From an optimization exercise on the open Yosys and OpenROAD flow, aimed at small area, a short achievable clock period and few clock cycles; shortcuts taken in it are not production practice.
RTL that was checked went through simulation tests only; none was proved equivalent to the original.
Power is estimated from default activity; no workload was simulated.

==> flow/design.v (excerpt) <==
module Main(
    input clk,
    input rst,
    input ld_en,
    input [4:0] ld_addr,
    input [13:0] ld_data,
    output reg [13:0] Outp,
    output reg out_valid,
    output reg halted
    );
    reg [13:0] prog [1:15];
    reg [13:0] data [0:15];
    reg [13:0] ir;
    reg [3:0]  pc;       
    reg [3:0]  fidx;     
    reg        fin;      
    reg        pend;     
    reg        pv;       
    reg        xv;       
    reg [3:0]  xd;
    reg [13:0] xg, xt, xq;   
    wire [1:0] op = ir[13:12];
    wire [3:0] fa = ir[11:8];
    wire [3:0] fb = ir[7:4];
    wire [3:0] fc = ir[3:0];
    wire active = !rst && !fin;
    wire is_out = (op == 2'b11);
    wire is_mov = (op == 2'b10);
    wire is_sub = (op == 2'b01);
    wire last   = (pc == 4'd15);
    reg [13:0] xres;
    reg [13:0] ng, nt;
    integer k, d;
    always @(*) begin
        ng = xg;
        nt = xt;
        for (d = 1; d < 14; d = d * 2) begin
            for (k = 13; k >= d; k = k - 1) begin
                ng[k] = ng[k] | (nt[k] & ng[k - d]);
                nt[k] = nt[k] & nt[k - d];
            end
        end
        xres = xq ^ {ng[12:0], 1'b0};
    end
    integer i;
    reg [13:0] ma, mb, mf;
    always @(*) begin
        ma = 14'd0;
        mb = 14'd0;
        mf = 14'd0;
        for (i = 0; i < 16; i = i + 1) begin
            ma = ma | (data[i] & {14{fa == i}});
            mb = mb | (data[i] & {14{fb == i}});
        end
        for (i = 1; i < 16; i = i + 1)
            mf = mf | (prog[i] & {14{fidx == i}});
    end
    wire [13:0] ra = (xv && xd == fa) ? xres : ma;
    wire [13:0] rb = (xv && xd == fb) ? xres : mb;
    always @(posedge clk) begin
        for (i = 1; i < 16; i = i + 1)
            if (pv && xd == i)
                prog[i] <= xq;
    end
    always @(posedge clk) begin
        for (i = 0; i < 16; i = i + 1)
            if (xv && xd == i)
                data[i] <= xres;
    end
    always @(posedge clk) begin
        if (rst) begin
            if (ld_en && ld_addr == 5'd0)
                ir <= ld_data;
        end else if (!fin)
            ir <= (pv && xd == 4'd1) ? xq : mf;
    end
    always @(posedge clk) begin
        if (rst) begin
  ...
clock: 7.0 ns
lec_check: 0
cap_margin: 20
core_margin: 2
core_utilization: 40
setup_slack_margin: 4.5
slew_margin: 20
standard.sh (not shown) runs the stock make flow with config.mk's settings and CLKGATE_MAP_FILE= SYNTH_SCRIPT=/design/flow/synth_recipe.tcl, a recipe that flattens the netlist after the stock synthesis.
==> flow/flow/run.sh <==
#!/bin/bash
# The standard layout, with plain buffers on the ports (the platform's default
# picks a delay cell) and sizing not held to each cell's footprint.
set -euo pipefail
bash standard.sh \
  BUFFER_PORTS_ARGS="-buffer_cell sky130_fd_sc_hd__buf_4" \
  MATCH_CELL_FOOTPRINT=0 \
  finish > standard_flow.log 2>&1
Then changed:
==> flow/flow/run.sh (replaced) <==
#!/bin/bash
# The standard layout, with plain buffers on the ports (the platform's default
# picks a delay cell), sizing not held to each cell's footprint, and a clock
# tree without dummy balancing loads.
set -euo pipefail
bash standard.sh \
  BUFFER_PORTS_ARGS="-buffer_cell sky130_fd_sc_hd__buf_4" \
  MATCH_CELL_FOOTPRINT=0 \
  CTS_ARGS="-sink_clustering_enable -repair_clock_nets -dont_use_dummy_load" \
  finish > standard_flow.log 2>&1
The new run produced a clean layout.
Clock-buffer cell count drops by 28.
Critical path depth drops by 1.
Die area stays the same.
Combinational power is about the same.
Sequential power barely changes.
Wire length drops by 0.55%.
Hold slack stays flat.
Area after synthesis does not change.
Global-route usage drops by 0.44 points.
No run of this note included a check of the RTL's function; only the layout flow was run.

---

the reference run:
Main, a different RTL version from the one above (not shown whole).
Size: roughly 510 flip-flops, roughly 23000 µm² of cells after synthesis.
## Main
module Main(
    input clk,
    input rst,
    input ld_en,
    input [4:0] ld_addr,
    input [13:0] ld_data,
    output reg [13:0] Outp,
    output reg out_valid,
    output reg halted
    );
    reg [13:0] prog [1:15];
    reg [13:0] data [0:15];
    reg [13:0] ir;
    reg [3:0]  pc;       
    reg [3:0]  fidx;     
    reg        fin;      
    reg        pend;     
    reg        pv;       
    reg        xv;       
    reg [3:0]  xd;
    reg [13:0] xa, xb;
    reg        xc;
    wire [1:0] op = ir[13:12];
    wire [3:0] fa = ir[11:8];
    wire [3:0] fb = ir[7:4];
    wire [3:0] fc = ir[3:0];
    wire active = !rst && !fin;
    wire is_out = (op == 2'b11);
    wire is_mov = (op == 2'b10);
    wire is_sub = (op == 2'b01);
    wire last   = (pc == 4'd15);
    reg [13:0] xres;
    reg [13:0] pg_g, pg_p, ng, np;
    integer k, d;
    always @(*) begin
        pg_g = xa & xb;
        pg_p = xa ^ xb;
        pg_g[0] = pg_g[0] | (pg_p[0] & xc);
        ng = pg_g;
        np = pg_p;
        for (d = 1; d < 14; d = d * 2) begin
            for (k = 13; k >= d; k = k - 1) begin
                ng[k] = ng[k] | (np[k] & ng[k - d]);
                np[k] = np[k] & np[k - d];
            end
        end
        xres = pg_p ^ {ng[12:0], xc};
    end
    integer i;
    reg [13:0] ma, mb, mf;
    always @(*) begin
        ma = 14'd0;
        mb = 14'd0;
        mf = 14'd0;
        for (i = 0; i < 16; i = i + 1) begin
            ma = ma | (data[i] & {14{fa == i}});
            mb = mb | (data[i] & {14{fb == i}});
        end
        for (i = 1; i < 16; i = i + 1)
            mf = mf | (prog[i] & {14{fidx == i}});
    end
  ...
==> flow/config.mk <==
export PLATFORM = sky130hd
export DESIGN_NAME = Main
export DESIGN_NICKNAME = Main
export VERILOG_FILES = /design/flow/design.v
export SDC_FILE = /design/flow/constraint.sdc
export NUM_CORES = 4
export LEC_CHECK = 0
export CAP_MARGIN = 20
export CORE_MARGIN = 2
export CORE_UTILIZATION = 40
export CTS_BUF_LIST = sky130_fd_sc_hd__clkbuf_4 sky130_fd_sc_hd__clkbuf_8
export SETUP_SLACK_MARGIN = 4.5
export SLEW_MARGIN = 20
==> flow/constraint.sdc <==
create_clock -name core_clock -period 7.0 [get_ports {clk}]
set_input_delay 1.4000 -clock core_clock [delete_from_list [all_inputs] [get_ports {clk}]]
set_output_delay 1.4000 -clock core_clock [all_outputs]
set_load 0.01 [all_outputs]
==> flow/flow/run.sh <==
#!/bin/bash
# The standard layout, with plain buffers on the ports (the platform's default
# picks a delay cell) and sizing not held to each cell's footprint.
set -euo pipefail
bash standard.sh \
  BUFFER_PORTS_ARGS="-buffer_cell sky130_fd_sc_hd__buf_4" \
  MATCH_CELL_FOOTPRINT=0 \
  finish > standard_flow.log 2>&1
The reference run went all the way through the flow, and no timing, DRC or antenna check failed.
Testbench counts of the reference run, summed over its fixed seeds: cycles 57,899.
Here is what was changed in the inputs of the trial run compared with the reference run.
Settings: clearing CTS_BUF_LIST, which used to be sky130_fd_sc_hd__clkbuf_4 sky130_fd_sc_hd__clkbuf_8.
Notes after the runs:
Cmp the trial run and the reference run / average wire per cell in the routed design / higher: the trial run. In the metrics for the trial run and the reference run, the one carrying the higher share of power burned in combinational logic is the reference run. Going from the reference run to the trial run, largest voltage drop on the vdd net grew by more than a quarter. For the reference run, the standard cell with the maximum stage delay on the critical path was a2111o_1, unlike the trial run, where it was fa_2. The trial run against the reference run: multi-input gate share of the layout cell area higher, detailed-routing wirelength on met1 lost 1.7%, first-pass GRT wire length now smaller, first-iteration DRC count up 5.7%. Looking at number of global-route vias before repair, the trial run sits about 1.8% below the reference run. The trial run vs the reference run, capture point of the worst path: data[6][13] vs Outp[13]. Post-route core utilization: the trial run > the reference run.

## what the ideal ports hide
The flow's constraints put no driver on any port. The routed layouts listed below were extracted and timed again, unchanged, in two steps.
Step 1: set_driving_cell puts a clkbuf_16 on clk and a buf_2 on each other input, an assumption about the parent block.
Step 2 times the ports against the registers' clock, not the clock port: input delays grow and output delays shrink by t, the midpoint of the rising clock arrivals with the driver on.
Slacks: ideal ports / drivers / drivers and shift; pairs: ideal ports / drivers.
run | shift t [ns] | setup WS [ns] | slew at the worst register clock pin (ns) | cell pins on the clock port's net
the first run of note 1 | 0.679 | 4.232 / 4.232 / 3.826 | 0.07 / 0.07 | 1
the second run of note 1 | 0.643 | 4.287 / 4.287 / 3.854 | 0.06 / 0.06 | 1
the reference run | 0.733 | 4.300 / 4.300 / 3.856 | 0.07 / 0.07 | 1
the trial run | 0.666 | 4.305 / 4.305 / 3.987 | 0.07 / 0.07 | 1
After both steps setup and hold are still met in every run listed. The setup slack of the reference run, which loses most, moves by 0.000 ns with the drivers and by -0.444 ns with both steps.
